From an optimization exercise on the open Yosys and OpenROAD flow, aimed at small area, a short achievable clock period and few clock cycles per item; shortcuts taken in it are not production practice. Where RTL was checked, it was by simulation tests only, not by an equivalence proof against the original. Function not checked in run 2: the RTL went through the layout flow alone. No activity file was given, so power comes from the tool's default toggle rates.

==> flow/design.v, too long to show whole: its modules and the start of the top module <==
// module ma_blk1: 13 lines
// module mb_blk1: 6 lines
// module ma_blk4: 19 lines
// module mb_blk4: 13 lines
// module ma_low: 12 lines
// module ma_pre: 192 lines
// module mb_carry: 381 lines
// module simple_modular_adder: 166 lines
module simple_modular_adder(a,b,clk,rst,out,done);
  // ...
==> flow/flow/run.sh <==
#!/bin/bash
# Layout flow: the standard ORFS flow (standard.sh, run on a config that includes
# the standard flow's config.mk) with two changes:
#  - the port buffers are the smallest plain buffer, sky130_fd_sc_hd__buf_1, instead of
#    the delay cell buffer_ports picks by default;
#  - (adder cells are mapped as in the standard flow)
#  - slow cells with long PMOS stacks (3- and 4-input OR/NOR and some complex gates) are
#    added to the don't-use list.
# Registers are untouched: they come from the standard synthesis.
set -euo pipefail
here=$(pwd)
cat > own.mk <<EOM
include $here/config.mk
export BUFFER_PORTS_ARGS = -buffer_cell sky130_fd_sc_hd__buf_1
export DONT_USE_CELLS = sky130_fd_sc_hd__nor3_1 sky130_fd_sc_hd__nor3_2 sky130_fd_sc_hd__nor3_4 sky130_fd_sc_hd__nor3b_1 sky130_fd_sc_hd__nor3b_2 sky130_fd_sc_hd__nor3b_4 sky130_fd_sc_hd__nor4_1 sky130_fd_sc_hd__nor4_2 sky130_fd_sc_hd__nor4_4 sky130_fd_sc_hd__nor4b_1 sky130_fd_sc_hd__nor4b_2 sky130_fd_sc_hd__nor4b_4 sky130_fd_sc_hd__nor4bb_1 sky130_fd_sc_hd__nor4bb_2 sky130_fd_sc_hd__nor4bb_4 sky130_fd_sc_hd__or3_1 sky130_fd_sc_hd__or3_2 sky130_fd_sc_hd__or3_4 sky130_fd_sc_hd__or3b_1 sky130_fd_sc_hd__or3b_2 sky130_fd_sc_hd__or3b_4 sky130_fd_sc_hd__or4_1 sky130_fd_sc_hd__or4_2 sky130_fd_sc_hd__or4_4 sky130_fd_sc_hd__or4b_1 sky130_fd_sc_hd__or4b_2 sky130_fd_sc_hd__or4b_4 sky130_fd_sc_hd__or4bb_1 sky130_fd_sc_hd__or4bb_2 sky130_fd_sc_hd__or4bb_4 
EOM
sed "s#DESIGN_CONFIG=[^ ]*#DESIGN_CONFIG=$here/own.mk#" standard.sh > own.sh
bash own.sh > standard.log 2>&1
==> flow/standard.sh <==
#!/bin/bash
# synth_recipe.tcl (not shown) runs the flow's synth.tcl, then flattens the netlist and writes it again
# the make line also repeats each setting of config.mk as NAME=value (left out here)
make -C /OpenROAD-flow-scripts/flow DESIGN_CONFIG=/design/flow/config.mk WORK_HOME=/design/flow/orfs CLKGATE_MAP_FILE= SYNTH_SCRIPT=/design/flow/synth_recipe.tcl "${@:-finish}"
==> flow/config.mk <==
export PLATFORM = sky130hd
export DESIGN_NAME = simple_modular_adder
export DESIGN_NICKNAME = simple_modular_adder
export VERILOG_FILES = /design/flow/design.v
export SDC_FILE = /design/flow/constraint.sdc
export NUM_CORES = 4
export LEC_CHECK = 0
export CAP_MARGIN = 20
export CORE_MARGIN = 2
export CORE_UTILIZATION = 40
export CTS_CLUSTER_DIAMETER = 60
export CTS_CLUSTER_SIZE = 25
export SETUP_SLACK_MARGIN = 2.45
export SLEW_MARGIN = 20
export SYNTH_HIERARCHICAL = 1
==> flow/constraint.sdc <==
create_clock -name core_clock -period 5.0 [get_ports {clk}]
set_input_delay 1.0000 -clock core_clock [delete_from_list [all_inputs] [get_ports {clk}]]
set_output_delay 1.0000 -clock core_clock [all_outputs]
set_load 0.01 [all_outputs]
==> out/metrics.cfg, run 1 <==
[run_status]
outcome = complete, no violations

[logic_synthesis]
ys_warn_count = 7
synth_cell_types = 54
synth_xor_area_frac = 0.06657
synth_simple_gate_area_frac = 0.1027
yosysTopAreaCell = dfxtp_1
synthTopCellsByArea = dfxtp_1, fa_1, ha_1

[critical_path]
slowest_stage = dfxtp_4

[clock_tree]
cts_buffers = 46
clock_latency_ns = 0.61
cts_hold_buf = 0
cts_tree = yes
clk_pin_slew_ns = 0.09
cts.repair.resized = 138

[sta]
rsz0062_at_grt = true
fin_crit_ns = 2.591

[detailed_routing]
viasPerCell = 4.729
routed.top_layer = met5
drcViolationCount = 0
first_pass_iters = 5

[global_route]
grtUsageMet1 = 0.2478
track_usage = 0.2192

[pwr]
power_leader = sequential cells
pg_clk_uw = 4160

[cells_and_area]
final_util = 0.5242
clk_share = 0.05086
stdcell_area_um2 = 33610
area_growth_syn_to_layout_pct = 30.04
final-nonclk-buf-share = 0.09959
diodes = 5

[die]
die_h_um = 258.2
tap_cells = 855
initial_core_util = 0.4031

[placed_design]
portBuffers = 767

Testbench counts, summed over its fixed seeds: cycles 1,024, items 512.
==> module mb_blk1, before the edit <==
module mb_blk1(hs, cb, r);
  input [0:0] hs;
  input cb;
  output [0:0] r;
  assign r[0] = hs[0] ^ cb;
endmodule
==> module mb_blk4, before the edit <==
module mb_blk4(hs, cb, r);
  input [3:0] hs;
  input cb;
  output [3:0] r;
  wire f0_1 = hs[1] & hs[0];
  wire f0_3 = hs[3] & hs[2];
  wire f1_2 = hs[2] & f0_1;
  wire f1_3 = f0_3 & f0_1;
  assign r[0] = hs[0] ^ cb;
  assign r[1] = hs[1] ^ (cb & hs[0]);
  assign r[2] = hs[2] ^ (cb & f0_1);
  assign r[3] = hs[3] ^ (cb & f1_2);
endmodule
==> module mb_carry, before the edit <==
module mb_carry(bg, bp, c0, c1, y, sel, cb);
  input [62:0] bg, bp;
  input c0, c1, y;
  output sel;
  output [62:0] cb;
  wire r1_2g = bg[2] | (bp[2] & bg[1]);
  wire r1_2t = bp[2] & bp[1];
  wire r1_3g = bg[3] | (bp[3] & bg[1]);
  wire r1_3t = bp[3] & bp[1];
  wire r1_6g = bg[6] | (bp[6] & bg[5]);
  wire r1_6t = bp[6] & bp[5];
  wire r1_7g = bg[7] | (bp[7] & bg[5]);
  wire r1_7t = bp[7] & bp[5];
  wire r1_10g = bg[10] | (bp[10] & bg[9]);
  wire r1_10t = bp[10] & bp[9];
  wire r1_11g = bg[11] | (bp[11] & bg[9]);
  wire r1_11t = bp[11] & bp[9];
  wire r1_14g = bg[14] | (bp[14] & bg[13]);
  wire r1_14t = bp[14] & bp[13];
  wire r1_15g = bg[15] | (bp[15] & bg[13]);
  wire r1_15t = bp[15] & bp[13];
  wire r1_18g = bg[18] | (bp[18] & bg[17]);
  wire r1_18t = bp[18] & bp[17];
  wire r1_19g = bg[19] | (bp[19] & bg[17]);
  wire r1_19t = bp[19] & bp[17];
  wire r1_22g = bg[22] | (bp[22] & bg[21]);
  wire r1_22t = bp[22] & bp[21];
  wire r1_23g = bg[23] | (bp[23] & bg[21]);
  wire r1_23t = bp[23] & bp[21];
  wire r1_26g = bg[26] | (bp[26] & bg[25]);
  wire r1_26t = bp[26] & bp[25];
  wire r1_27g = bg[27] | (bp[27] & bg[25]);
  wire r1_27t = bp[27] & bp[25];
  wire r1_30g = bg[30] | (bp[30] & bg[29]);
  wire r1_30t = bp[30] & bp[29];
  wire r1_31g = bg[31] | (bp[31] & bg[29]);
  wire r1_31t = bp[31] & bp[29];
  wire r1_34g = bg[34] | (bp[34] & bg[33]);
  wire r1_34t = bp[34] & bp[33];
  wire r1_35g = bg[35] | (bp[35] & bg[33]);
  wire r1_35t = bp[35] & bp[33];
  wire r1_38g = bg[38] | (bp[38] & bg[37]);
  wire r1_38t = bp[38] & bp[37];
  wire r1_39g = bg[39] | (bp[39] & bg[37]);
  wire r1_39t = bp[39] & bp[37];
  wire r1_42g = bg[42] | (bp[42] & bg[41]);
  wire r1_42t = bp[42] & bp[41];
  wire r1_43g = bg[43] | (bp[43] & bg[41]);
  wire r1_43t = bp[43] & bp[41];
  wire r1_46g = bg[46] | (bp[46] & bg[45]);
  wire r1_46t = bp[46] & bp[45];
  wire r1_47g = bg[47] | (bp[47] & bg[45]);
  wire r1_47t = bp[47] & bp[45];
  wire r1_50g = bg[50] | (bp[50] & bg[49]);
  wire r1_50t = bp[50] & bp[49];
  wire r1_51g = bg[51] | (bp[51] & bg[49]);
  wire r1_51t = bp[51] & bp[49];
  wire r1_54g = bg[54] | (bp[54] & bg[53]);
  wire r1_54t = bp[54] & bp[53];
  wire r1_55g = bg[55] | (bp[55] & bg[53]);
  wire r1_55t = bp[55] & bp[53];
  wire r1_58g = bg[58] | (bp[58] & bg[57]);
  wire r1_58t = bp[58] & bp[57];
  wire r1_59g = bg[59] | (bp[59] & bg[57]);
  wire r1_59t = bp[59] & bp[57];
  wire r1_62g = bg[62] | (bp[62] & bg[61]);
  wire r1_62t = bp[62] & bp[61];
  wire r2_4g = bg[4] | (bp[4] & r1_3g);
  wire r2_4t = bp[4] & r1_3t;
  wire r2_5g = bg[5] | (bp[5] & r1_3g);
  wire r2_5t = bp[5] & r1_3t;
  wire r2_6g = r1_6g | (r1_6t & r1_3g);
  wire r2_6t = r1_6t & r1_3t;
  wire r2_7g = r1_7g | (r1_7t & r1_3g);
  wire r2_7t = r1_7t & r1_3t;
  wire r2_12g = bg[12] | (bp[12] & r1_11g);
  wire r2_12t = bp[12] & r1_11t;
  wire r2_13g = bg[13] | (bp[13] & r1_11g);
  wire r2_13t = bp[13] & r1_11t;
  wire r2_14g = r1_14g | (r1_14t & r1_11g);
  wire r2_14t = r1_14t & r1_11t;
  wire r2_15g = r1_15g | (r1_15t & r1_11g);
  wire r2_15t = r1_15t & r1_11t;
  wire r2_20g = bg[20] | (bp[20] & r1_19g);
  wire r2_20t = bp[20] & r1_19t;
  wire r2_21g = bg[21] | (bp[21] & r1_19g);
  wire r2_21t = bp[21] & r1_19t;
  wire r2_22g = r1_22g | (r1_22t & r1_19g);
  wire r2_22t = r1_22t & r1_19t;
  wire r2_23g = r1_23g | (r1_23t & r1_19g);
  wire r2_23t = r1_23t & r1_19t;
  wire r2_28g = bg[28] | (bp[28] & r1_27g);
  wire r2_28t = bp[28] & r1_27t;
  wire r2_29g = bg[29] | (bp[29] & r1_27g);
  wire r2_29t = bp[29] & r1_27t;
  wire r2_30g = r1_30g | (r1_30t & r1_27g);
  wire r2_30t = r1_30t & r1_27t;
  wire r2_31g = r1_31g | (r1_31t & r1_27g);
  wire r2_31t = r1_31t & r1_27t;
  wire r2_36g = bg[36] | (bp[36] & r1_35g);
  wire r2_36t = bp[36] & r1_35t;
  wire r2_37g = bg[37] | (bp[37] & r1_35g);
  wire r2_37t = bp[37] & r1_35t;
  wire r2_38g = r1_38g | (r1_38t & r1_35g);
  wire r2_38t = r1_38t & r1_35t;
  wire r2_39g = r1_39g | (r1_39t & r1_35g);
  wire r2_39t = r1_39t & r1_35t;
  wire r2_44g = bg[44] | (bp[44] & r1_43g);
  wire r2_44t = bp[44] & r1_43t;
  wire r2_45g = bg[45] | (bp[45] & r1_43g);
  wire r2_45t = bp[45] & r1_43t;
  wire r2_46g = r1_46g | (r1_46t & r1_43g);
  wire r2_46t = r1_46t & r1_43t;
  wire r2_47g = r1_47g | (r1_47t & r1_43g);
  wire r2_47t = r1_47t & r1_43t;
  wire r2_52g = bg[52] | (bp[52] & r1_51g);
  wire r2_52t = bp[52] & r1_51t;
  wire r2_53g = bg[53] | (bp[53] & r1_51g);
  wire r2_53t = bp[53] & r1_51t;
  wire r2_54g = r1_54g | (r1_54t & r1_51g);
  wire r2_54t = r1_54t & r1_51t;
  wire r2_55g = r1_55g | (r1_55t & r1_51g);
  wire r2_55t = r1_55t & r1_51t;
  wire r2_60g = bg[60] | (bp[60] & r1_59g);
  wire r2_60t = bp[60] & r1_59t;
  wire r2_61g = bg[61] | (bp[61] & r1_59g);
  wire r2_61t = bp[61] & r1_59t;
  wire r2_62g = r1_62g | (r1_62t & r1_59g);
  wire r2_62t = r1_62t & r1_59t;
  wire r3_8g = bg[8] | (bp[8] & r2_7g);
  wire r3_8t = bp[8] & r2_7t;
  wire r3_9g = bg[9] | (bp[9] & r2_7g);
  wire r3_9t = bp[9] & r2_7t;
  wire r3_10g = r1_10g | (r1_10t & r2_7g);
  wire r3_10t = r1_10t & r2_7t;
  wire r3_11g = r1_11g | (r1_11t & r2_7g);
  wire r3_11t = r1_11t & r2_7t;
  wire r3_12g = r2_12g | (r2_12t & r2_7g);
  wire r3_12t = r2_12t & r2_7t;
  wire r3_13g = r2_13g | (r2_13t & r2_7g);
  wire r3_13t = r2_13t & r2_7t;
  wire r3_14g = r2_14g | (r2_14t & r2_7g);
  wire r3_14t = r2_14t & r2_7t;
  wire r3_15g = r2_15g | (r2_15t & r2_7g);
  wire r3_15t = r2_15t & r2_7t;
  wire r3_24g = bg[24] | (bp[24] & r2_23g);
  wire r3_24t = bp[24] & r2_23t;
  wire r3_25g = bg[25] | (bp[25] & r2_23g);
  wire r3_25t = bp[25] & r2_23t;
  wire r3_26g = r1_26g | (r1_26t & r2_23g);
  wire r3_26t = r1_26t & r2_23t;
  wire r3_27g = r1_27g | (r1_27t & r2_23g);
  wire r3_27t = r1_27t & r2_23t;
  wire r3_28g = r2_28g | (r2_28t & r2_23g);
  wire r3_28t = r2_28t & r2_23t;
  wire r3_29g = r2_29g | (r2_29t & r2_23g);
  wire r3_29t = r2_29t & r2_23t;
  wire r3_30g = r2_30g | (r2_30t & r2_23g);
  wire r3_30t = r2_30t & r2_23t;
  wire r3_31g = r2_31g | (r2_31t & r2_23g);
  wire r3_31t = r2_31t & r2_23t;
  wire r3_40g = bg[40] | (bp[40] & r2_39g);
  wire r3_40t = bp[40] & r2_39t;
  wire r3_41g = bg[41] | (bp[41] & r2_39g);
  wire r3_41t = bp[41] & r2_39t;
  wire r3_42g = r1_42g | (r1_42t & r2_39g);
  wire r3_42t = r1_42t & r2_39t;
  wire r3_43g = r1_43g | (r1_43t & r2_39g);
  wire r3_43t = r1_43t & r2_39t;
  wire r3_44g = r2_44g | (r2_44t & r2_39g);
  wire r3_44t = r2_44t & r2_39t;
  wire r3_45g = r2_45g | (r2_45t & r2_39g);
  wire r3_45t = r2_45t & r2_39t;
  wire r3_46g = r2_46g | (r2_46t & r2_39g);
  wire r3_46t = r2_46t & r2_39t;
  wire r3_47g = r2_47g | (r2_47t & r2_39g);
  wire r3_47t = r2_47t & r2_39t;
  wire r3_56g = bg[56] | (bp[56] & r2_55g);
  wire r3_56t = bp[56] & r2_55t;
  wire r3_57g = bg[57] | (bp[57] & r2_55g);
  wire r3_57t = bp[57] & r2_55t;
  wire r3_58g = r1_58g | (r1_58t & r2_55g);
  wire r3_58t = r1_58t & r2_55t;
  wire r3_59g = r1_59g | (r1_59t & r2_55g);
  wire r3_59t = r1_59t & r2_55t;
  wire r3_60g = r2_60g | (r2_60t & r2_55g);
  wire r3_60t = r2_60t & r2_55t;
  wire r3_61g = r2_61g | (r2_61t & r2_55g);
  wire r3_61t = r2_61t & r2_55t;
  wire r3_62g = r2_62g | (r2_62t & r2_55g);
  wire r3_62t = r2_62t & r2_55t;
  wire r4_16g = bg[16] | (bp[16] & r3_15g);
  wire r4_16t = bp[16] & r3_15t;
  wire r4_17g = bg[17] | (bp[17] & r3_15g);
  wire r4_17t = bp[17] & r3_15t;
  wire r4_18g = r1_18g | (r1_18t & r3_15g);
  wire r4_18t = r1_18t & r3_15t;
  wire r4_19g = r1_19g | (r1_19t & r3_15g);
  wire r4_19t = r1_19t & r3_15t;
  wire r4_20g = r2_20g | (r2_20t & r3_15g);
  wire r4_20t = r2_20t & r3_15t;
  wire r4_21g = r2_21g | (r2_21t & r3_15g);
  wire r4_21t = r2_21t & r3_15t;
  wire r4_22g = r2_22g | (r2_22t & r3_15g);
  wire r4_22t = r2_22t & r3_15t;
  wire r4_23g = r2_23g | (r2_23t & r3_15g);
  wire r4_23t = r2_23t & r3_15t;
  wire r4_24g = r3_24g | (r3_24t & r3_15g);
  wire r4_24t = r3_24t & r3_15t;
  wire r4_25g = r3_25g | (r3_25t & r3_15g);
  wire r4_25t = r3_25t & r3_15t;
  wire r4_26g = r3_26g | (r3_26t & r3_15g);
  wire r4_26t = r3_26t & r3_15t;
  wire r4_27g = r3_27g | (r3_27t & r3_15g);
  wire r4_27t = r3_27t & r3_15t;
  wire r4_28g = r3_28g | (r3_28t & r3_15g);
  wire r4_28t = r3_28t & r3_15t;
  wire r4_29g = r3_29g | (r3_29t & r3_15g);
  wire r4_29t = r3_29t & r3_15t;
  wire r4_30g = r3_30g | (r3_30t & r3_15g);
  wire r4_30t = r3_30t & r3_15t;
  wire r4_31g = r3_31g | (r3_31t & r3_15g);
  wire r4_31t = r3_31t & r3_15t;
  wire r4_48g = bg[48] | (bp[48] & r3_47g);
  wire r4_48t = bp[48] & r3_47t;
  wire r4_49g = bg[49] | (bp[49] & r3_47g);
  wire r4_49t = bp[49] & r3_47t;
  wire r4_50g = r1_50g | (r1_50t & r3_47g);
  wire r4_50t = r1_50t & r3_47t;
  wire r4_51g = r1_51g | (r1_51t & r3_47g);
  wire r4_51t = r1_51t & r3_47t;
  wire r4_52g = r2_52g | (r2_52t & r3_47g);
  wire r4_52t = r2_52t & r3_47t;
  wire r4_53g = r2_53g | (r2_53t & r3_47g);
  wire r4_53t = r2_53t & r3_47t;
  wire r4_54g = r2_54g | (r2_54t & r3_47g);
  wire r4_54t = r2_54t & r3_47t;
  wire r4_55g = r2_55g | (r2_55t & r3_47g);
  wire r4_55t = r2_55t & r3_47t;
  wire r4_56g = r3_56g | (r3_56t & r3_47g);
  wire r4_56t = r3_56t & r3_47t;
  wire r4_57g = r3_57g | (r3_57t & r3_47g);
  wire r4_57t = r3_57t & r3_47t;
  wire r4_58g = r3_58g | (r3_58t & r3_47g);
  wire r4_58t = r3_58t & r3_47t;
  wire r4_59g = r3_59g | (r3_59t & r3_47g);
  wire r4_59t = r3_59t & r3_47t;
  wire r4_60g = r3_60g | (r3_60t & r3_47g);
  wire r4_60t = r3_60t & r3_47t;
  wire r4_61g = r3_61g | (r3_61t & r3_47g);
  wire r4_61t = r3_61t & r3_47t;
  wire r4_62g = r3_62g | (r3_62t & r3_47g);
  wire r4_62t = r3_62t & r3_47t;
  wire r5_32g = bg[32] | (bp[32] & r4_31g);
  wire r5_32t = bp[32] & r4_31t;
  wire r5_33g = bg[33] | (bp[33] & r4_31g);
  wire r5_33t = bp[33] & r4_31t;
  wire r5_34g = r1_34g | (r1_34t & r4_31g);
  wire r5_34t = r1_34t & r4_31t;
  wire r5_35g = r1_35g | (r1_35t & r4_31g);
  wire r5_35t = r1_35t & r4_31t;
  wire r5_36g = r2_36g | (r2_36t & r4_31g);
  wire r5_36t = r2_36t & r4_31t;
  wire r5_37g = r2_37g | (r2_37t & r4_31g);
  wire r5_37t = r2_37t & r4_31t;
  wire r5_38g = r2_38g | (r2_38t & r4_31g);
  wire r5_38t = r2_38t & r4_31t;
  wire r5_39g = r2_39g | (r2_39t & r4_31g);
  wire r5_39t = r2_39t & r4_31t;
  wire r5_40g = r3_40g | (r3_40t & r4_31g);
  wire r5_40t = r3_40t & r4_31t;
  wire r5_41g = r3_41g | (r3_41t & r4_31g);
  wire r5_41t = r3_41t & r4_31t;
  wire r5_42g = r3_42g | (r3_42t & r4_31g);
  wire r5_42t = r3_42t & r4_31t;
  wire r5_43g = r3_43g | (r3_43t & r4_31g);
  wire r5_43t = r3_43t & r4_31t;
  wire r5_44g = r3_44g | (r3_44t & r4_31g);
  wire r5_44t = r3_44t & r4_31t;
  wire r5_45g = r3_45g | (r3_45t & r4_31g);
  wire r5_45t = r3_45t & r4_31t;
  wire r5_46g = r3_46g | (r3_46t & r4_31g);
  wire r5_46t = r3_46t & r4_31t;
  wire r5_47g = r3_47g | (r3_47t & r4_31g);
  wire r5_47t = r3_47t & r4_31t;
  wire r5_48g = r4_48g | (r4_48t & r4_31g);
  wire r5_48t = r4_48t & r4_31t;
  wire r5_49g = r4_49g | (r4_49t & r4_31g);
  wire r5_49t = r4_49t & r4_31t;
  wire r5_50g = r4_50g | (r4_50t & r4_31g);
  wire r5_50t = r4_50t & r4_31t;
  wire r5_51g = r4_51g | (r4_51t & r4_31g);
  wire r5_51t = r4_51t & r4_31t;
  wire r5_52g = r4_52g | (r4_52t & r4_31g);
  wire r5_52t = r4_52t & r4_31t;
  wire r5_53g = r4_53g | (r4_53t & r4_31g);
  wire r5_53t = r4_53t & r4_31t;
  wire r5_54g = r4_54g | (r4_54t & r4_31g);
  wire r5_54t = r4_54t & r4_31t;
  wire r5_55g = r4_55g | (r4_55t & r4_31g);
  wire r5_55t = r4_55t & r4_31t;
  wire r5_56g = r4_56g | (r4_56t & r4_31g);
  wire r5_56t = r4_56t & r4_31t;
  wire r5_57g = r4_57g | (r4_57t & r4_31g);
  wire r5_57t = r4_57t & r4_31t;
  wire r5_58g = r4_58g | (r4_58t & r4_31g);
  wire r5_58t = r4_58t & r4_31t;
  wire r5_59g = r4_59g | (r4_59t & r4_31g);
  wire r5_59t = r4_59t & r4_31t;
  wire r5_60g = r4_60g | (r4_60t & r4_31g);
  wire r5_60t = r4_60t & r4_31t;
  wire r5_61g = r4_61g | (r4_61t & r4_31g);
  wire r5_61t = r4_61t & r4_31t;
  wire r5_62g = r4_62g | (r4_62t & r4_31g);
  wire r5_62t = r4_62t & r4_31t;
  assign sel = y | r5_62g | (r5_62t & c1);
  wire cin = c0 | (sel & c1);
  assign cb[0] = cin;
  assign cb[1] = bg[0] | (bp[0] & cin);
  assign cb[2] = bg[1] | (bp[1] & cin);
  assign cb[3] = r1_2g | (r1_2t & cin);
  assign cb[4] = r1_3g | (r1_3t & cin);
  assign cb[5] = r2_4g | (r2_4t & cin);
  assign cb[6] = r2_5g | (r2_5t & cin);
  assign cb[7] = r2_6g | (r2_6t & cin);
  assign cb[8] = r2_7g | (r2_7t & cin);
  assign cb[9] = r3_8g | (r3_8t & cin);
  assign cb[10] = r3_9g | (r3_9t & cin);
  assign cb[11] = r3_10g | (r3_10t & cin);
  assign cb[12] = r3_11g | (r3_11t & cin);
  assign cb[13] = r3_12g | (r3_12t & cin);
  assign cb[14] = r3_13g | (r3_13t & cin);
  assign cb[15] = r3_14g | (r3_14t & cin);
  assign cb[16] = r3_15g | (r3_15t & cin);
  assign cb[17] = r4_16g | (r4_16t & cin);
  assign cb[18] = r4_17g | (r4_17t & cin);
  assign cb[19] = r4_18g | (r4_18t & cin);
  assign cb[20] = r4_19g | (r4_19t & cin);
  assign cb[21] = r4_20g | (r4_20t & cin);
  assign cb[22] = r4_21g | (r4_21t & cin);
  assign cb[23] = r4_22g | (r4_22t & cin);
  assign cb[24] = r4_23g | (r4_23t & cin);
  assign cb[25] = r4_24g | (r4_24t & cin);
  assign cb[26] = r4_25g | (r4_25t & cin);
  assign cb[27] = r4_26g | (r4_26t & cin);
  assign cb[28] = r4_27g | (r4_27t & cin);
  assign cb[29] = r4_28g | (r4_28t & cin);
  assign cb[30] = r4_29g | (r4_29t & cin);
  assign cb[31] = r4_30g | (r4_30t & cin);
  assign cb[32] = r4_31g | (r4_31t & cin);
  assign cb[33] = r5_32g | (r5_32t & cin);
  assign cb[34] = r5_33g | (r5_33t & cin);
  assign cb[35] = r5_34g | (r5_34t & cin);
  assign cb[36] = r5_35g | (r5_35t & cin);
  assign cb[37] = r5_36g | (r5_36t & cin);
  assign cb[38] = r5_37g | (r5_37t & cin);
  assign cb[39] = r5_38g | (r5_38t & cin);
  assign cb[40] = r5_39g | (r5_39t & cin);
  assign cb[41] = r5_40g | (r5_40t & cin);
  assign cb[42] = r5_41g | (r5_41t & cin);
  assign cb[43] = r5_42g | (r5_42t & cin);
  assign cb[44] = r5_43g | (r5_43t & cin);
  assign cb[45] = r5_44g | (r5_44t & cin);
  assign cb[46] = r5_45g | (r5_45t & cin);
  assign cb[47] = r5_46g | (r5_46t & cin);
  assign cb[48] = r5_47g | (r5_47t & cin);
  assign cb[49] = r5_48g | (r5_48t & cin);
  assign cb[50] = r5_49g | (r5_49t & cin);
  assign cb[51] = r5_50g | (r5_50t & cin);
  assign cb[52] = r5_51g | (r5_51t & cin);
  assign cb[53] = r5_52g | (r5_52t & cin);
  assign cb[54] = r5_53g | (r5_53t & cin);
  assign cb[55] = r5_54g | (r5_54t & cin);
  assign cb[56] = r5_55g | (r5_55t & cin);
  assign cb[57] = r5_56g | (r5_56t & cin);
  assign cb[58] = r5_57g | (r5_57t & cin);
  assign cb[59] = r5_58g | (r5_58t & cin);
  assign cb[60] = r5_59g | (r5_59t & cin);
  assign cb[61] = r5_60g | (r5_60t & cin);
  assign cb[62] = r5_61g | (r5_61t & cin);
endmodule
==> run 2: changes to the inputs <==
--- a/flow/design.v
+++ b/flow/design.v
@@ -6,20 +6,21 @@
   wire [1:0] c;
   assign c[0] = al & bl;
   assign hs[0] = a[0] ^ b[0] ^ c[0];
   assign c[1] = (a[0] & b[0]) | (c[0] & (a[0] ^ b[0]));
   wire ge = a[0] & b[0];
   assign bg = c[1] & ~ge;
   assign bp = &hs;
 endmodule
-module mb_blk1(hs, cb, r);
+module mb_blk1(hs, cz, cw, sel, r);
   input [0:0] hs;
-  input cb;
+  input cz, cw, sel;
   output [0:0] r;
+  wire cb = cz | (cw & sel);
   assign r[0] = hs[0] ^ cb;
 endmodule
 module ma_blk4(a, b, al, bl, hs, bg, bp);
   input [3:0] a, b;
   input al, bl;
   output [3:0] hs;
   output bg, bp;
   wire [4:0] c;
@@ -31,20 +32,21 @@
   assign hs[2] = a[2] ^ b[2] ^ c[2];
   assign c[3] = (a[2] & b[2]) | (c[2] & (a[2] ^ b[2]));
   assign hs[3] = a[3] ^ b[3] ^ c[3];
   assign c[4] = (a[3] & b[3]) | (c[3] & (a[3] ^ b[3]));
   wire ge = a[3] & b[3];
   assign bg = c[4] & ~ge;
   assign bp = &hs;
 endmodule
-module mb_blk4(hs, cb, r);
+module mb_blk4(hs, cz, cw, sel, r);
   input [3:0] hs;
-  input cb;
+  input cz, cw, sel;
   output [3:0] r;
+  wire cb = cz | (cw & sel);
   wire f0_1 = hs[1] & hs[0];
   wire f0_3 = hs[3] & hs[2];
   wire f1_2 = hs[2] & f0_1;
   wire f1_3 = f0_3 & f0_1;
   assign r[0] = hs[0] ^ cb;
   assign r[1] = hs[1] ^ (cb & hs[0]);
   assign r[2] = hs[2] ^ (cb & f0_1);
   assign r[3] = hs[3] ^ (cb & f1_2);
@@ -248,21 +250,21 @@
   assign pp[59] = q0_59t;
   assign pg[60] = bg[60];
   assign pp[60] = bp[60];
   assign pg[61] = q0_61g;
   assign pp[61] = q0_61t;
   assign pg[62] = bg[62];
   assign pp[62] = bp[62];
 endmodule
-module mb_carry(bg, bp, c0, c1, y, sel, cb);
+module mb_carry(bg, bp, c0, c1, y, sel, cz, cw);
   input [62:0] bg, bp;
   input c0, c1, y;
   output sel;
-  output [62:0] cb;
+  output [62:0] cz, cw;
   wire r1_2g = bg[2] | (bp[2] & bg[1]);
   wire r1_2t = bp[2] & bp[1];
   wire r1_3g = bg[3] | (bp[3] & bg[1]);
   wire r1_3t = bp[3] & bp[1];
   wire r1_6g = bg[6] | (bp[6] & bg[5]);
   wire r1_6t = bp[6] & bp[5];
   wire r1_7g = bg[7] | (bp[7] & bg[5]);
   wire r1_7t = bp[7] & bp[5];
@@ -564,80 +566,142 @@
   wire r5_59t = r4_59t & r4_31t;
   wire r5_60g = r4_60g | (r4_60t & r4_31g);
   wire r5_60t = r4_60t & r4_31t;
   wire r5_61g = r4_61g | (r4_61t & r4_31g);
   wire r5_61t = r4_61t & r4_31t;
   wire r5_62g = r4_62g | (r4_62t & r4_31g);
   wire r5_62t = r4_62t & r4_31t;
   assign sel = y | r5_62g | (r5_62t & c1);
-  wire cin = c0 | (sel & c1);
-  assign cb[0] = cin;
-  assign cb[1] = bg[0] | (bp[0] & cin);
-  assign cb[2] = bg[1] | (bp[1] & cin);
-  assign cb[3] = r1_2g | (r1_2t & cin);
-  assign cb[4] = r1_3g | (r1_3t & cin);
-  assign cb[5] = r2_4g | (r2_4t & cin);
-  assign cb[6] = r2_5g | (r2_5t & cin);
-  assign cb[7] = r2_6g | (r2_6t & cin);
-  assign cb[8] = r2_7g | (r2_7t & cin);
-  assign cb[9] = r3_8g | (r3_8t & cin);
-  assign cb[10] = r3_9g | (r3_9t & cin);
-  assign cb[11] = r3_10g | (r3_10t & cin);
-  assign cb[12] = r3_11g | (r3_11t & cin);
-  assign cb[13] = r3_12g | (r3_12t & cin);
-  assign cb[14] = r3_13g | (r3_13t & cin);
-  assign cb[15] = r3_14g | (r3_14t & cin);
-  assign cb[16] = r3_15g | (r3_15t & cin);
-  assign cb[17] = r4_16g | (r4_16t & cin);
-  assign cb[18] = r4_17g | (r4_17t & cin);
-  assign cb[19] = r4_18g | (r4_18t & cin);
-  assign cb[20] = r4_19g | (r4_19t & cin);
-  assign cb[21] = r4_20g | (r4_20t & cin);
-  assign cb[22] = r4_21g | (r4_21t & cin);
-  assign cb[23] = r4_22g | (r4_22t & cin);
-  assign cb[24] = r4_23g | (r4_23t & cin);
-  assign cb[25] = r4_24g | (r4_24t & cin);
-  assign cb[26] = r4_25g | (r4_25t & cin);
-  assign cb[27] = r4_26g | (r4_26t & cin);
-  assign cb[28] = r4_27g | (r4_27t & cin);
-  assign cb[29] = r4_28g | (r4_28t & cin);
-  assign cb[30] = r4_29g | (r4_29t & cin);
-  assign cb[31] = r4_30g | (r4_30t & cin);
-  assign cb[32] = r4_31g | (r4_31t & cin);
-  assign cb[33] = r5_32g | (r5_32t & cin);
-  assign cb[34] = r5_33g | (r5_33t & cin);
-  assign cb[35] = r5_34g | (r5_34t & cin);
-  assign cb[36] = r5_35g | (r5_35t & cin);
-  assign cb[37] = r5_36g | (r5_36t & cin);
-  assign cb[38] = r5_37g | (r5_37t & cin);
-  assign cb[39] = r5_38g | (r5_38t & cin);
-  assign cb[40] = r5_39g | (r5_39t & cin);
-  assign cb[41] = r5_40g | (r5_40t & cin);
-  assign cb[42] = r5_41g | (r5_41t & cin);
-  assign cb[43] = r5_42g | (r5_42t & cin);
-  assign cb[44] = r5_43g | (r5_43t & cin);
-  assign cb[45] = r5_44g | (r5_44t & cin);
-  assign cb[46] = r5_45g | (r5_45t & cin);
-  assign cb[47] = r5_46g | (r5_46t & cin);
-  assign cb[48] = r5_47g | (r5_47t & cin);
-  assign cb[49] = r5_48g | (r5_48t & cin);
-  assign cb[50] = r5_49g | (r5_49t & cin);
-  assign cb[51] = r5_50g | (r5_50t & cin);
-  assign cb[52] = r5_51g | (r5_51t & cin);
-  assign cb[53] = r5_52g | (r5_52t & cin);
-  assign cb[54] = r5_53g | (r5_53t & cin);
-  assign cb[55] = r5_54g | (r5_54t & cin);
-  assign cb[56] = r5_55g | (r5_55t & cin);
-  assign cb[57] = r5_56g | (r5_56t & cin);
-  assign cb[58] = r5_57g | (r5_57t & cin);
-  assign cb[59] = r5_58g | (r5_58t & cin);
-  assign cb[60] = r5_59g | (r5_59t & cin);
-  assign cb[61] = r5_60g | (r5_60t & cin);
-  assign cb[62] = r5_61g | (r5_61t & cin);
+  assign cz[0] = c0;
+  assign cw[0] = c1;
+  assign cz[1] = bg[0] | (bp[0] & c0);
+  assign cw[1] = bp[0] & c1;
+  assign cz[2] = bg[1] | (bp[1] & c0);
+  assign cw[2] = bp[1] & c1;
+  assign cz[3] = r1_2g | (r1_2t & c0);
+  assign cw[3] = r1_2t & c1;
+  assign cz[4] = r1_3g | (r1_3t & c0);
+  assign cw[4] = r1_3t & c1;
+  assign cz[5] = r2_4g | (r2_4t & c0);
+  assign cw[5] = r2_4t & c1;
+  assign cz[6] = r2_5g | (r2_5t & c0);
+  assign cw[6] = r2_5t & c1;
+  assign cz[7] = r2_6g | (r2_6t & c0);
+  assign cw[7] = r2_6t & c1;
+  assign cz[8] = r2_7g | (r2_7t & c0);
+  assign cw[8] = r2_7t & c1;
+  assign cz[9] = r3_8g | (r3_8t & c0);
+  assign cw[9] = r3_8t & c1;
+  assign cz[10] = r3_9g | (r3_9t & c0);
+  assign cw[10] = r3_9t & c1;
+  assign cz[11] = r3_10g | (r3_10t & c0);
+  assign cw[11] = r3_10t & c1;
+  assign cz[12] = r3_11g | (r3_11t & c0);
+  assign cw[12] = r3_11t & c1;
+  assign cz[13] = r3_12g | (r3_12t & c0);
+  assign cw[13] = r3_12t & c1;
+  assign cz[14] = r3_13g | (r3_13t & c0);
+  assign cw[14] = r3_13t & c1;
+  assign cz[15] = r3_14g | (r3_14t & c0);
+  assign cw[15] = r3_14t & c1;
+  assign cz[16] = r3_15g | (r3_15t & c0);
+  assign cw[16] = r3_15t & c1;
+  assign cz[17] = r4_16g | (r4_16t & c0);
+  assign cw[17] = r4_16t & c1;
+  assign cz[18] = r4_17g | (r4_17t & c0);
+  assign cw[18] = r4_17t & c1;
+  assign cz[19] = r4_18g | (r4_18t & c0);
+  assign cw[19] = r4_18t & c1;
+  assign cz[20] = r4_19g | (r4_19t & c0);
+  assign cw[20] = r4_19t & c1;
+  assign cz[21] = r4_20g | (r4_20t & c0);
+  assign cw[21] = r4_20t & c1;
+  assign cz[22] = r4_21g | (r4_21t & c0);
+  assign cw[22] = r4_21t & c1;
+  assign cz[23] = r4_22g | (r4_22t & c0);
+  assign cw[23] = r4_22t & c1;
+  assign cz[24] = r4_23g | (r4_23t & c0);
+  assign cw[24] = r4_23t & c1;
+  assign cz[25] = r4_24g | (r4_24t & c0);
+  assign cw[25] = r4_24t & c1;
+  assign cz[26] = r4_25g | (r4_25t & c0);
+  assign cw[26] = r4_25t & c1;
+  assign cz[27] = r4_26g | (r4_26t & c0);
+  assign cw[27] = r4_26t & c1;
+  assign cz[28] = r4_27g | (r4_27t & c0);
+  assign cw[28] = r4_27t & c1;
+  assign cz[29] = r4_28g | (r4_28t & c0);
+  assign cw[29] = r4_28t & c1;
+  assign cz[30] = r4_29g | (r4_29t & c0);
+  assign cw[30] = r4_29t & c1;
+  assign cz[31] = r4_30g | (r4_30t & c0);
+  assign cw[31] = r4_30t & c1;
+  assign cz[32] = r4_31g | (r4_31t & c0);
+  assign cw[32] = r4_31t & c1;
+  assign cz[33] = r5_32g | (r5_32t & c0);
+  assign cw[33] = r5_32t & c1;
+  assign cz[34] = r5_33g | (r5_33t & c0);
+  assign cw[34] = r5_33t & c1;
+  assign cz[35] = r5_34g | (r5_34t & c0);
+  assign cw[35] = r5_34t & c1;
+  assign cz[36] = r5_35g | (r5_35t & c0);
+  assign cw[36] = r5_35t & c1;
+  assign cz[37] = r5_36g | (r5_36t & c0);
+  assign cw[37] = r5_36t & c1;
+  assign cz[38] = r5_37g | (r5_37t & c0);
+  assign cw[38] = r5_37t & c1;
+  assign cz[39] = r5_38g | (r5_38t & c0);
+  assign cw[39] = r5_38t & c1;
+  assign cz[40] = r5_39g | (r5_39t & c0);
+  assign cw[40] = r5_39t & c1;
+  assign cz[41] = r5_40g | (r5_40t & c0);
+  assign cw[41] = r5_40t & c1;
+  assign cz[42] = r5_41g | (r5_41t & c0);
+  assign cw[42] = r5_41t & c1;
+  assign cz[43] = r5_42g | (r5_42t & c0);
+  assign cw[43] = r5_42t & c1;
+  assign cz[44] = r5_43g | (r5_43t & c0);
+  assign cw[44] = r5_43t & c1;
+  assign cz[45] = r5_44g | (r5_44t & c0);
+  assign cw[45] = r5_44t & c1;
+  assign cz[46] = r5_45g | (r5_45t & c0);
+  assign cw[46] = r5_45t & c1;
+  assign cz[47] = r5_46g | (r5_46t & c0);
+  assign cw[47] = r5_46t & c1;
+  assign cz[48] = r5_47g | (r5_47t & c0);
+  assign cw[48] = r5_47t & c1;
+  assign cz[49] = r5_48g | (r5_48t & c0);
+  assign cw[49] = r5_48t & c1;
+  assign cz[50] = r5_49g | (r5_49t & c0);
+  assign cw[50] = r5_49t & c1;
+  assign cz[51] = r5_50g | (r5_50t & c0);
+  assign cw[51] = r5_50t & c1;
+  assign cz[52] = r5_51g | (r5_51t & c0);
+  assign cw[52] = r5_51t & c1;
+  assign cz[53] = r5_52g | (r5_52t & c0);
+  assign cw[53] = r5_52t & c1;
+  assign cz[54] = r5_53g | (r5_53t & c0);
+  assign cw[54] = r5_53t & c1;
+  assign cz[55] = r5_54g | (r5_54t & c0);
+  assign cw[55] = r5_54t & c1;
+  assign cz[56] = r5_55g | (r5_55t & c0);
+  assign cw[56] = r5_55t & c1;
+  assign cz[57] = r5_56g | (r5_56t & c0);
+  assign cw[57] = r5_56t & c1;
+  assign cz[58] = r5_57g | (r5_57t & c0);
+  assign cw[58] = r5_57t & c1;
+  assign cz[59] = r5_58g | (r5_58t & c0);
+  assign cw[59] = r5_58t & c1;
+  assign cz[60] = r5_59g | (r5_59t & c0);
+  assign cw[60] = r5_59t & c1;
+  assign cz[61] = r5_60g | (r5_60t & c0);
+  assign cw[61] = r5_60t & c1;
+  assign cz[62] = r5_61g | (r5_61t & c0);
+  assign cw[62] = r5_61t & c1;
 endmodule
 module simple_modular_adder(a,b,clk,rst,out,done);
 input [255:0] a,b;
 input clk,rst;
 output [255:0] out;
 output done;
 wire [254:6] hs;
 wire [62:0] bg, bp, pg, pp;
@@ -718,83 +782,83 @@
   bp_r <= pp;
   l0_r <= l0;
   l1_r <= l1;
   c0_r <= c0;
   c1_r <= c1;
   y_r <= a[254] & b[254];
 end
 wire sel;
-wire [62:0] cb;
+wire [62:0] cz, cw;
 wire [254:0] r;
-mb_carry u_c(.bg(bg_r), .bp(bp_r), .c0(c0_r), .c1(c1_r), .y(y_r), .sel(sel), .cb(cb));
+mb_carry u_c(.bg(bg_r), .bp(bp_r), .c0(c0_r), .c1(c1_r), .y(y_r), .sel(sel), .cz(cz), .cw(cw));
 assign r[5:0] = sel ? l1_r : l0_r;
-mb_blk4 u_b0(.hs(hs_r[9:6]), .cb(cb[0]), .r(r[9:6]));
-mb_blk4 u_b1(.hs(hs_r[13:10]), .cb(cb[1]), .r(r[13:10]));
-mb_blk4 u_b2(.hs(hs_r[17:14]), .cb(cb[2]), .r(r[17:14]));
-mb_blk4 u_b3(.hs(hs_r[21:18]), .cb(cb[3]), .r(r[21:18]));
-mb_blk4 u_b4(.hs(hs_r[25:22]), .cb(cb[4]), .r(r[25:22]));
-mb_blk4 u_b5(.hs(hs_r[29:26]), .cb(cb[5]), .r(r[29:26]));
-mb_blk4 u_b6(.hs(hs_r[33:30]), .cb(cb[6]), .r(r[33:30]));
-mb_blk4 u_b7(.hs(hs_r[37:34]), .cb(cb[7]), .r(r[37:34]));
-mb_blk4 u_b8(.hs(hs_r[41:38]), .cb(cb[8]), .r(r[41:38]));
-mb_blk4 u_b9(.hs(hs_r[45:42]), .cb(cb[9]), .r(r[45:42]));
-mb_blk4 u_b10(.hs(hs_r[49:46]), .cb(cb[10]), .r(r[49:46]));
-mb_blk4 u_b11(.hs(hs_r[53:50]), .cb(cb[11]), .r(r[53:50]));
-mb_blk4 u_b12(.hs(hs_r[57:54]), .cb(cb[12]), .r(r[57:54]));
-mb_blk4 u_b13(.hs(hs_r[61:58]), .cb(cb[13]), .r(r[61:58]));
-mb_blk4 u_b14(.hs(hs_r[65:62]), .cb(cb[14]), .r(r[65:62]));
-mb_blk4 u_b15(.hs(hs_r[69:66]), .cb(cb[15]), .r(r[69:66]));
-mb_blk4 u_b16(.hs(hs_r[73:70]), .cb(cb[16]), .r(r[73:70]));
-mb_blk4 u_b17(.hs(hs_r[77:74]), .cb(cb[17]), .r(r[77:74]));
-mb_blk4 u_b18(.hs(hs_r[81:78]), .cb(cb[18]), .r(r[81:78]));
-mb_blk4 u_b19(.hs(hs_r[85:82]), .cb(cb[19]), .r(r[85:82]));
-mb_blk4 u_b20(.hs(hs_r[89:86]), .cb(cb[20]), .r(r[89:86]));
-mb_blk4 u_b21(.hs(hs_r[93:90]), .cb(cb[21]), .r(r[93:90]));
-mb_blk4 u_b22(.hs(hs_r[97:94]), .cb(cb[22]), .r(r[97:94]));
-mb_blk4 u_b23(.hs(hs_r[101:98]), .cb(cb[23]), .r(r[101:98]));
-mb_blk4 u_b24(.hs(hs_r[105:102]), .cb(cb[24]), .r(r[105:102]));
-mb_blk4 u_b25(.hs(hs_r[109:106]), .cb(cb[25]), .r(r[109:106]));
-mb_blk4 u_b26(.hs(hs_r[113:110]), .cb(cb[26]), .r(r[113:110]));
-mb_blk4 u_b27(.hs(hs_r[117:114]), .cb(cb[27]), .r(r[117:114]));
-mb_blk4 u_b28(.hs(hs_r[121:118]), .cb(cb[28]), .r(r[121:118]));
-mb_blk4 u_b29(.hs(hs_r[125:122]), .cb(cb[29]), .r(r[125:122]));
-mb_blk4 u_b30(.hs(hs_r[129:126]), .cb(cb[30]), .r(r[129:126]));
-mb_blk4 u_b31(.hs(hs_r[133:130]), .cb(cb[31]), .r(r[133:130]));
-mb_blk4 u_b32(.hs(hs_r[137:134]), .cb(cb[32]), .r(r[137:134]));
-mb_blk4 u_b33(.hs(hs_r[141:138]), .cb(cb[33]), .r(r[141:138]));
-mb_blk4 u_b34(.hs(hs_r[145:142]), .cb(cb[34]), .r(r[145:142]));
-mb_blk4 u_b35(.hs(hs_r[149:146]), .cb(cb[35]), .r(r[149:146]));
-mb_blk4 u_b36(.hs(hs_r[153:150]), .cb(cb[36]), .r(r[153:150]));
-mb_blk4 u_b37(.hs(hs_r[157:154]), .cb(cb[37]), .r(r[157:154]));
-mb_blk4 u_b38(.hs(hs_r[161:158]), .cb(cb[38]), .r(r[161:158]));
-mb_blk4 u_b39(.hs(hs_r[165:162]), .cb(cb[39]), .r(r[165:162]));
-mb_blk4 u_b40(.hs(hs_r[169:166]), .cb(cb[40]), .r(r[169:166]));
-mb_blk4 u_b41(.hs(hs_r[173:170]), .cb(cb[41]), .r(r[173:170]));
-mb_blk4 u_b42(.hs(hs_r[177:174]), .cb(cb[42]), .r(r[177:174]));
-mb_blk4 u_b43(.hs(hs_r[181:178]), .cb(cb[43]), .r(r[181:178]));
-mb_blk4 u_b44(.hs(hs_r[185:182]), .cb(cb[44]), .r(r[185:182]));
-mb_blk4 u_b45(.hs(hs_r[189:186]), .cb(cb[45]), .r(r[189:186]));
-mb_blk4 u_b46(.hs(hs_r[193:190]), .cb(cb[46]), .r(r[193:190]));
-mb_blk4 u_b47(.hs(hs_r[197:194]), .cb(cb[47]), .r(r[197:194]));
-mb_blk4 u_b48(.hs(hs_r[201:198]), .cb(cb[48]), .r(r[201:198]));
-mb_blk4 u_b49(.hs(hs_r[205:202]), .cb(cb[49]), .r(r[205:202]));
-mb_blk4 u_b50(.hs(hs_r[209:206]), .cb(cb[50]), .r(r[209:206]));
-mb_blk4 u_b51(.hs(hs_r[213:210]), .cb(cb[51]), .r(r[213:210]));
-mb_blk4 u_b52(.hs(hs_r[217:214]), .cb(cb[52]), .r(r[217:214]));
-mb_blk4 u_b53(.hs(hs_r[221:218]), .cb(cb[53]), .r(r[221:218]));
-mb_blk4 u_b54(.hs(hs_r[225:222]), .cb(cb[54]), .r(r[225:222]));
-mb_blk4 u_b55(.hs(hs_r[229:226]), .cb(cb[55]), .r(r[229:226]));
-mb_blk4 u_b56(.hs(hs_r[233:230]), .cb(cb[56]), .r(r[233:230]));
-mb_blk4 u_b57(.hs(hs_r[237:234]), .cb(cb[57]), .r(r[237:234]));
-mb_blk4 u_b58(.hs(hs_r[241:238]), .cb(cb[58]), .r(r[241:238]));
-mb_blk4 u_b59(.hs(hs_r[245:242]), .cb(cb[59]), .r(r[245:242]));
-mb_blk4 u_b60(.hs(hs_r[249:246]), .cb(cb[60]), .r(r[249:246]));
-mb_blk4 u_b61(.hs(hs_r[253:250]), .cb(cb[61]), .r(r[253:250]));
-mb_blk1 u_b62(.hs(hs_r[254:254]), .cb(cb[62]), .r(r[254:254]));
+mb_blk4 u_b0(.hs(hs_r[9:6]), .cz(cz[0]), .cw(cw[0]), .sel(sel), .r(r[9:6]));
+mb_blk4 u_b1(.hs(hs_r[13:10]), .cz(cz[1]), .cw(cw[1]), .sel(sel), .r(r[13:10]));
+mb_blk4 u_b2(.hs(hs_r[17:14]), .cz(cz[2]), .cw(cw[2]), .sel(sel), .r(r[17:14]));
+mb_blk4 u_b3(.hs(hs_r[21:18]), .cz(cz[3]), .cw(cw[3]), .sel(sel), .r(r[21:18]));
+mb_blk4 u_b4(.hs(hs_r[25:22]), .cz(cz[4]), .cw(cw[4]), .sel(sel), .r(r[25:22]));
+mb_blk4 u_b5(.hs(hs_r[29:26]), .cz(cz[5]), .cw(cw[5]), .sel(sel), .r(r[29:26]));
+mb_blk4 u_b6(.hs(hs_r[33:30]), .cz(cz[6]), .cw(cw[6]), .sel(sel), .r(r[33:30]));
+mb_blk4 u_b7(.hs(hs_r[37:34]), .cz(cz[7]), .cw(cw[7]), .sel(sel), .r(r[37:34]));
+mb_blk4 u_b8(.hs(hs_r[41:38]), .cz(cz[8]), .cw(cw[8]), .sel(sel), .r(r[41:38]));
+mb_blk4 u_b9(.hs(hs_r[45:42]), .cz(cz[9]), .cw(cw[9]), .sel(sel), .r(r[45:42]));
+mb_blk4 u_b10(.hs(hs_r[49:46]), .cz(cz[10]), .cw(cw[10]), .sel(sel), .r(r[49:46]));
+mb_blk4 u_b11(.hs(hs_r[53:50]), .cz(cz[11]), .cw(cw[11]), .sel(sel), .r(r[53:50]));
+mb_blk4 u_b12(.hs(hs_r[57:54]), .cz(cz[12]), .cw(cw[12]), .sel(sel), .r(r[57:54]));
+mb_blk4 u_b13(.hs(hs_r[61:58]), .cz(cz[13]), .cw(cw[13]), .sel(sel), .r(r[61:58]));
+mb_blk4 u_b14(.hs(hs_r[65:62]), .cz(cz[14]), .cw(cw[14]), .sel(sel), .r(r[65:62]));
+mb_blk4 u_b15(.hs(hs_r[69:66]), .cz(cz[15]), .cw(cw[15]), .sel(sel), .r(r[69:66]));
+mb_blk4 u_b16(.hs(hs_r[73:70]), .cz(cz[16]), .cw(cw[16]), .sel(sel), .r(r[73:70]));
+mb_blk4 u_b17(.hs(hs_r[77:74]), .cz(cz[17]), .cw(cw[17]), .sel(sel), .r(r[77:74]));
+mb_blk4 u_b18(.hs(hs_r[81:78]), .cz(cz[18]), .cw(cw[18]), .sel(sel), .r(r[81:78]));
+mb_blk4 u_b19(.hs(hs_r[85:82]), .cz(cz[19]), .cw(cw[19]), .sel(sel), .r(r[85:82]));
+mb_blk4 u_b20(.hs(hs_r[89:86]), .cz(cz[20]), .cw(cw[20]), .sel(sel), .r(r[89:86]));
+mb_blk4 u_b21(.hs(hs_r[93:90]), .cz(cz[21]), .cw(cw[21]), .sel(sel), .r(r[93:90]));
+mb_blk4 u_b22(.hs(hs_r[97:94]), .cz(cz[22]), .cw(cw[22]), .sel(sel), .r(r[97:94]));
+mb_blk4 u_b23(.hs(hs_r[101:98]), .cz(cz[23]), .cw(cw[23]), .sel(sel), .r(r[101:98]));
+mb_blk4 u_b24(.hs(hs_r[105:102]), .cz(cz[24]), .cw(cw[24]), .sel(sel), .r(r[105:102]));
+mb_blk4 u_b25(.hs(hs_r[109:106]), .cz(cz[25]), .cw(cw[25]), .sel(sel), .r(r[109:106]));
+mb_blk4 u_b26(.hs(hs_r[113:110]), .cz(cz[26]), .cw(cw[26]), .sel(sel), .r(r[113:110]));
+mb_blk4 u_b27(.hs(hs_r[117:114]), .cz(cz[27]), .cw(cw[27]), .sel(sel), .r(r[117:114]));
+mb_blk4 u_b28(.hs(hs_r[121:118]), .cz(cz[28]), .cw(cw[28]), .sel(sel), .r(r[121:118]));
+mb_blk4 u_b29(.hs(hs_r[125:122]), .cz(cz[29]), .cw(cw[29]), .sel(sel), .r(r[125:122]));
+mb_blk4 u_b30(.hs(hs_r[129:126]), .cz(cz[30]), .cw(cw[30]), .sel(sel), .r(r[129:126]));
+mb_blk4 u_b31(.hs(hs_r[133:130]), .cz(cz[31]), .cw(cw[31]), .sel(sel), .r(r[133:130]));
+mb_blk4 u_b32(.hs(hs_r[137:134]), .cz(cz[32]), .cw(cw[32]), .sel(sel), .r(r[137:134]));
+mb_blk4 u_b33(.hs(hs_r[141:138]), .cz(cz[33]), .cw(cw[33]), .sel(sel), .r(r[141:138]));
+mb_blk4 u_b34(.hs(hs_r[145:142]), .cz(cz[34]), .cw(cw[34]), .sel(sel), .r(r[145:142]));
+mb_blk4 u_b35(.hs(hs_r[149:146]), .cz(cz[35]), .cw(cw[35]), .sel(sel), .r(r[149:146]));
+mb_blk4 u_b36(.hs(hs_r[153:150]), .cz(cz[36]), .cw(cw[36]), .sel(sel), .r(r[153:150]));
+mb_blk4 u_b37(.hs(hs_r[157:154]), .cz(cz[37]), .cw(cw[37]), .sel(sel), .r(r[157:154]));
+mb_blk4 u_b38(.hs(hs_r[161:158]), .cz(cz[38]), .cw(cw[38]), .sel(sel), .r(r[161:158]));
+mb_blk4 u_b39(.hs(hs_r[165:162]), .cz(cz[39]), .cw(cw[39]), .sel(sel), .r(r[165:162]));
+mb_blk4 u_b40(.hs(hs_r[169:166]), .cz(cz[40]), .cw(cw[40]), .sel(sel), .r(r[169:166]));
+mb_blk4 u_b41(.hs(hs_r[173:170]), .cz(cz[41]), .cw(cw[41]), .sel(sel), .r(r[173:170]));
+mb_blk4 u_b42(.hs(hs_r[177:174]), .cz(cz[42]), .cw(cw[42]), .sel(sel), .r(r[177:174]));
+mb_blk4 u_b43(.hs(hs_r[181:178]), .cz(cz[43]), .cw(cw[43]), .sel(sel), .r(r[181:178]));
+mb_blk4 u_b44(.hs(hs_r[185:182]), .cz(cz[44]), .cw(cw[44]), .sel(sel), .r(r[185:182]));
+mb_blk4 u_b45(.hs(hs_r[189:186]), .cz(cz[45]), .cw(cw[45]), .sel(sel), .r(r[189:186]));
+mb_blk4 u_b46(.hs(hs_r[193:190]), .cz(cz[46]), .cw(cw[46]), .sel(sel), .r(r[193:190]));
+mb_blk4 u_b47(.hs(hs_r[197:194]), .cz(cz[47]), .cw(cw[47]), .sel(sel), .r(r[197:194]));
+mb_blk4 u_b48(.hs(hs_r[201:198]), .cz(cz[48]), .cw(cw[48]), .sel(sel), .r(r[201:198]));
+mb_blk4 u_b49(.hs(hs_r[205:202]), .cz(cz[49]), .cw(cw[49]), .sel(sel), .r(r[205:202]));
+mb_blk4 u_b50(.hs(hs_r[209:206]), .cz(cz[50]), .cw(cw[50]), .sel(sel), .r(r[209:206]));
+mb_blk4 u_b51(.hs(hs_r[213:210]), .cz(cz[51]), .cw(cw[51]), .sel(sel), .r(r[213:210]));
+mb_blk4 u_b52(.hs(hs_r[217:214]), .cz(cz[52]), .cw(cw[52]), .sel(sel), .r(r[217:214]));
+mb_blk4 u_b53(.hs(hs_r[221:218]), .cz(cz[53]), .cw(cw[53]), .sel(sel), .r(r[221:218]));
+mb_blk4 u_b54(.hs(hs_r[225:222]), .cz(cz[54]), .cw(cw[54]), .sel(sel), .r(r[225:222]));
+mb_blk4 u_b55(.hs(hs_r[229:226]), .cz(cz[55]), .cw(cw[55]), .sel(sel), .r(r[229:226]));
+mb_blk4 u_b56(.hs(hs_r[233:230]), .cz(cz[56]), .cw(cw[56]), .sel(sel), .r(r[233:230]));
+mb_blk4 u_b57(.hs(hs_r[237:234]), .cz(cz[57]), .cw(cw[57]), .sel(sel), .r(r[237:234]));
+mb_blk4 u_b58(.hs(hs_r[241:238]), .cz(cz[58]), .cw(cw[58]), .sel(sel), .r(r[241:238]));
+mb_blk4 u_b59(.hs(hs_r[245:242]), .cz(cz[59]), .cw(cw[59]), .sel(sel), .r(r[245:242]));
+mb_blk4 u_b60(.hs(hs_r[249:246]), .cz(cz[60]), .cw(cw[60]), .sel(sel), .r(r[249:246]));
+mb_blk4 u_b61(.hs(hs_r[253:250]), .cz(cz[61]), .cw(cw[61]), .sel(sel), .r(r[253:250]));
+mb_blk1 u_b62(.hs(hs_r[254:254]), .cz(cz[62]), .cw(cw[62]), .sel(sel), .r(r[254:254]));
 reg [254:0] res;
 reg st, dn;
 always @(posedge clk) begin
   res <= r;
   st <= rst;
   dn <= st & ~rst;
 end
 assign out = {1'b0, res};
==> flow/flow/run.sh (replaced) <==
#!/bin/bash
# Layout flow: the standard ORFS flow (standard.sh, run on a config that includes
# the standard flow's config.mk) with two changes:
#  - the port buffers are the smallest plain buffer, sky130_fd_sc_hd__buf_1, instead of
#    the delay cell buffer_ports picks by default;
#  - (adder cells are mapped as in the standard flow)
#  - slow cells with long PMOS stacks (3- and 4-input OR/NOR and some complex gates) are
#    added to the don't-use list.
# Registers are untouched: they come from the standard synthesis.
set -euo pipefail
here=$(pwd)
cat > own.mk <<EOM
include $here/config.mk
export BUFFER_PORTS_ARGS = -buffer_cell sky130_fd_sc_hd__buf_1
export DONT_USE_CELLS = sky130_fd_sc_hd__nor3_1 sky130_fd_sc_hd__nor3_2 sky130_fd_sc_hd__nor3_4 sky130_fd_sc_hd__nor3b_1 sky130_fd_sc_hd__nor3b_2 sky130_fd_sc_hd__nor3b_4 sky130_fd_sc_hd__nor4_1 sky130_fd_sc_hd__nor4_2 sky130_fd_sc_hd__nor4_4 sky130_fd_sc_hd__nor4b_1 sky130_fd_sc_hd__nor4b_2 sky130_fd_sc_hd__nor4b_4 sky130_fd_sc_hd__nor4bb_1 sky130_fd_sc_hd__nor4bb_2 sky130_fd_sc_hd__nor4bb_4 sky130_fd_sc_hd__or3_1 sky130_fd_sc_hd__or3_2 sky130_fd_sc_hd__or3_4 sky130_fd_sc_hd__or3b_1 sky130_fd_sc_hd__or3b_2 sky130_fd_sc_hd__or3b_4 sky130_fd_sc_hd__or4_1 sky130_fd_sc_hd__or4_2 sky130_fd_sc_hd__or4_4 sky130_fd_sc_hd__or4b_1 sky130_fd_sc_hd__or4b_2 sky130_fd_sc_hd__or4b_4 sky130_fd_sc_hd__or4bb_1 sky130_fd_sc_hd__or4bb_2 sky130_fd_sc_hd__or4bb_4  sky130_fd_sc_hd__a2111o_1 sky130_fd_sc_hd__a2111o_2 sky130_fd_sc_hd__a2111o_4 sky130_fd_sc_hd__a2111oi_0 sky130_fd_sc_hd__a2111oi_1 sky130_fd_sc_hd__a2111oi_2 sky130_fd_sc_hd__a2111oi_4 sky130_fd_sc_hd__a222oi_1 sky130_fd_sc_hd__a2bb2o_1 sky130_fd_sc_hd__a2bb2o_2 sky130_fd_sc_hd__a2bb2o_4 sky130_fd_sc_hd__a2bb2oi_1 sky130_fd_sc_hd__a2bb2oi_2 sky130_fd_sc_hd__a2bb2oi_4 sky130_fd_sc_hd__a311o_1 sky130_fd_sc_hd__a311o_2 sky130_fd_sc_hd__a311o_4 sky130_fd_sc_hd__a311oi_1 sky130_fd_sc_hd__a311oi_2 sky130_fd_sc_hd__a311oi_4 sky130_fd_sc_hd__a32o_1 sky130_fd_sc_hd__a32o_2 sky130_fd_sc_hd__a32o_4 sky130_fd_sc_hd__a32oi_1 sky130_fd_sc_hd__a32oi_2 sky130_fd_sc_hd__a32oi_4 sky130_fd_sc_hd__a41o_1 sky130_fd_sc_hd__a41o_2 sky130_fd_sc_hd__a41o_4 sky130_fd_sc_hd__a41oi_1 sky130_fd_sc_hd__a41oi_2 sky130_fd_sc_hd__a41oi_4 sky130_fd_sc_hd__o2111a_1 sky130_fd_sc_hd__o2111a_2 sky130_fd_sc_hd__o2111a_4 sky130_fd_sc_hd__o2111ai_1 sky130_fd_sc_hd__o2111ai_2 sky130_fd_sc_hd__o2111ai_4 sky130_fd_sc_hd__o2bb2a_1 sky130_fd_sc_hd__o2bb2a_2 sky130_fd_sc_hd__o2bb2a_4 sky130_fd_sc_hd__o2bb2ai_1 sky130_fd_sc_hd__o2bb2ai_2 sky130_fd_sc_hd__o2bb2ai_4 sky130_fd_sc_hd__o311a_1 sky130_fd_sc_hd__o311a_2 sky130_fd_sc_hd__o311a_4 sky130_fd_sc_hd__o311ai_0 sky130_fd_sc_hd__o311ai_1 sky130_fd_sc_hd__o311ai_2 sky130_fd_sc_hd__o311ai_4 sky130_fd_sc_hd__o32a_1 sky130_fd_sc_hd__o32a_2 sky130_fd_sc_hd__o32a_4 sky130_fd_sc_hd__o32ai_1 sky130_fd_sc_hd__o32ai_2 sky130_fd_sc_hd__o32ai_4 sky130_fd_sc_hd__o41a_1 sky130_fd_sc_hd__o41a_2 sky130_fd_sc_hd__o41a_4 sky130_fd_sc_hd__o41ai_1 sky130_fd_sc_hd__o41ai_2 sky130_fd_sc_hd__o41ai_4 
EOM
sed "s#DESIGN_CONFIG=[^ ]*#DESIGN_CONFIG=$here/own.mk#" standard.sh > own.sh
bash own.sh > standard.log 2>&1
==> flow/config.mk (replaced) <==
export PLATFORM = sky130hd
export DESIGN_NAME = simple_modular_adder
export DESIGN_NICKNAME = simple_modular_adder
export VERILOG_FILES = /design/flow/design.v
export SDC_FILE = /design/flow/constraint.sdc
export NUM_CORES = 4
export LEC_CHECK = 0
export CAP_MARGIN = 20
export CORE_MARGIN = 2
export CORE_UTILIZATION = 40
export SETUP_SLACK_MARGIN = 2.0
export SLEW_MARGIN = 20
export SYNTH_HIERARCHICAL = 1
==> run 2 against run 1 <==
Effect of this change:
- die area rose by 7.4%
- largest power group unchanged
- via count rose by 6.6%
- synthesized area rose by 7.5%
- setup slack got worse by 0.28 ns
- sequential cell count did not move
- critical endpoint is now res[215]$_DFF_P_
- non-clock buffer count fell by 41
- highest routed layer unchanged
==> out/metrics.cfg, run 2 <==
[run_status]
outcome = complete, no violations  ; unchanged

[pwr]
ir_drop_uv = 266.1  ; was 234.0 µV
p_clk_frac = 0.357  ; was 0.302
p_total_uw = 14780  ; was 13770 µW
cellInternalPower_uw = 10460  ; was 9529 µW

[clock_tree]
clockRootBuffer = clkbuf_16  ; unchanged
cts_hold_buf = 0  ; unchanged
cts_buffers = 70  ; was 46
cts_tree = yes  ; unchanged
clk_pin_slew_ns = 0.06  ; was 0.09 ns
clock_latency_ns = 0.61  ; about the same

[critical_path]
critPathLaunch = bp_r[3]$_DFF_P_  ; was bp_r[51]$_DFF_P_
end_kind = flop  ; unchanged
slowest_stage = dfxtp_2  ; was dfxtp_4
crit_chain = a21oi_2 -> o221ai_4 -> a21boi_1 -> buf_4 -> o21a_2 -> inv_4 -> a21boi_4 -> inv_2 -> a31o_2 -> a21oi_4 -> inv_1 -> ha_1 -> xor2_1  ; was a21oi_4 -> o21ai_4 -> a2111oi_4 -> buf_6 -> o22ai_4 -> a211oi_4 -> buf_6 -> o21ai_4 -> buf_6 -> a31o_4 -> ha_4 -> xor2_1
r2r_start = bp_r[3]$_DFF_P_  ; was bp_r[51]$_DFF_P_
path_class = flop to flop  ; unchanged
path_max_fanout = 9  ; was 5

[die]
die_h_um = 267.5  ; was 258.2 µm
initial_core_util = 0.4043  ; was 0.4031
floorplan.rows = 96  ; was 93
io_pins = 771  ; unchanged

[logic_synthesis]
avgSynthCellArea_um2 = 12.32  ; was 13.14 µm²
synth_cell_types = 59  ; was 54
ys_seq_elements = 647  ; unchanged
synthTopCellsByArea = dfxtp_1, fa_1, ha_1  ; unchanged
yosysTopAreaCellShare = 0.4663  ; was 0.5012
yosysTopAreaCell = dfxtp_1  ; unchanged
synth_area_um2 = 27780  ; was 25840 µm²
ys_warn_count = 7  ; unchanged
ys.flop_type = dfxtp_1  ; unchanged

[cells_and_area]
final_util = 0.4940  ; was 0.5242
area_growth_syn_to_layout_pct = 22.19  ; was 30.04%
drive_above_1_share = 0.1913  ; was 0.2313

[detailed_routing]
first_pass_iters = 4  ; was 5
wire_per_inst_um = 19.62  ; was 20.75 µm
drcViolationCount = 0  ; unchanged
viasPerCell = 4.588  ; was 4.729
wl_um = 77560  ; was 74630 µm
num_vias = 18140  ; was 17.01k

[placed_design]
portBuffers = 767  ; unchanged

[hold_path]
hold_depth = 1  ; unchanged

[job]
drv_cap = 0  ; unchanged

[sta]
timing.hold.ws_ns = 0.4090  ; was 0.4198 ns
max_freq_ghz = 0.3478  ; was 0.3859 GHz
rsz0062_at_grt = true  ; unchanged
fin_crit_ns = 2.875  ; was 2.591 ns

[global_route]
track_usage = 0.2084  ; was 0.2192
antenna_found_initial = 9  ; was 14

==> run 2: changes by cell type after synthesis, moves of 62 or more <==
cell | before | now
a21oi_2 | 0 | 63
nand3_1 | 70 | 7
nand4_1 | 66 | 2
nor2_2 | 0 | 124
nand3_2 | 0 | 62
xnor2_1 | 128 | 4
inv_1 | 12 | 77
xor2_1 | 64 | 188
==> run 2: power by group through the flow <==
stage	logic [µW]	clock network, µW	registers, µW
after floorplan	1270	0	6980
after global placement	2730	0	6800
after detailed placement	2770	0	6820
after CTS	2820	5410	6720
after global routing	3090	5620	6810
final	2790	5280	6710
==> run 2: Yosys stat by module, one instance, submodules excluded <==
module	flip-flops and latches	cells inside
mb_carry	0	237
ma_low	0	47
ma_blk4	0	8
ma_blk1	0	5
ma_pre	0	188
mb_blk4	0	10
simple_modular_adder	647	659
mb_blk1	0	2
==> run 2: routing by layer <==
metal / wire, µm / track usage
met1: 30260 / 0.2337
met2: 40470 / 0.3845
met3: 4609 / 0.04993
met4: 2194 / 0.06991
met5: 21 / 0
==> run 2: worst reg2reg max path, cell delays in order (launching register included) <==
cell      delay [ns]
dfxtp_2         0.34
a21oi_2         0.24
o221ai_4        0.21
a21boi_1        0.20
buf_4           0.19
o21a_2          0.21
inv_4           0.12
a21boi_4        0.27
inv_2           0.12
a31o_2          0.28
a21oi_4         0.19
inv_1           0.07
ha_1            0.19
xor2_1          0.15
==> run 2: kinds of logic (layout without fill, tap and decap cells) <==
kind of cell,Yosys count,count (layout),synth area share
other cells,1,7,0.0001350
flops,647,647,0.4663
xor+xnor,194,194,0.06194
mux,6,6,0.003243
simple gates,596,596,0.1405
compound gates,211,211,0.05761
fa+ha+maj,381,381,0.2222
buf+inv,218,980,0.04815
==> run 2: cell type report <==
| type | instances | area, µm² |
|---|---|---|
| diodes | 6 | 15.01 |
| clock buffers | 97 | 2057 |
| clock inverters | 26 | 347.8 |
| fillers | 6364 | 34770 |
| inverters | 80 | 305.3 |
| multi-input cells | 1389 | 14070 |
| flip-flops and latches | 647 | 12960 |
| well taps | 931 | 1165 |
| repair buffers | 777 | 3022 |
==> run 2: what timing repair did <==
item | in CTS | in global routing
pin swaps | 2 | 2
gates cloned | 1 | 2
resized for setup | 14 | 19
buffers inserted | 2 | 2
setup endpoints to repair | 141 | 84
==> run 2: per-stage QoR <==
step                cells  instance area [µm²]  setup slack (ns)
finish               3953                33940             2.125
global route         3951                33940             1.963
CTS                  3943                33780             1.944
detailed placement   3817                31280             1.655
global placement     3817                31280             1.708
floorplan            2254                28230            0.7872
==> run 2: worst paths after layout <==
path | slack (ns) | end
max | 2.12 | res[215]$_DFF_P_
min | 0.41 | res[57]$_DFF_P_
max reg2reg | 2.12 | res[215]$_DFF_P_
min reg2reg | 0.41 | res[57]$_DFF_P_

[what the ideal ports hide]
The flow's constraints put no driver on any port. The routed layouts listed below were extracted and timed again, unchanged, in two steps. Step 1 sets driving cells, clkbuf_16 on the clock port and buf_2 on the other inputs (assumed; they add their load-dependent delay and slew). Step 2 times the ports against the registers' clock, not the clock port: input delays grow and output delays shrink by t, the midpoint of the rising clock arrivals with the driver on. Three values: ideal ports, drivers, drivers and shift; two values: the first two.
run	shift t [ns]	setup WS [ns]
run 1	0.659	2.409 / 2.409 / 1.824
run 2	0.656	2.125 / 2.125 / 1.649
After both steps setup and hold are still met in every run listed.
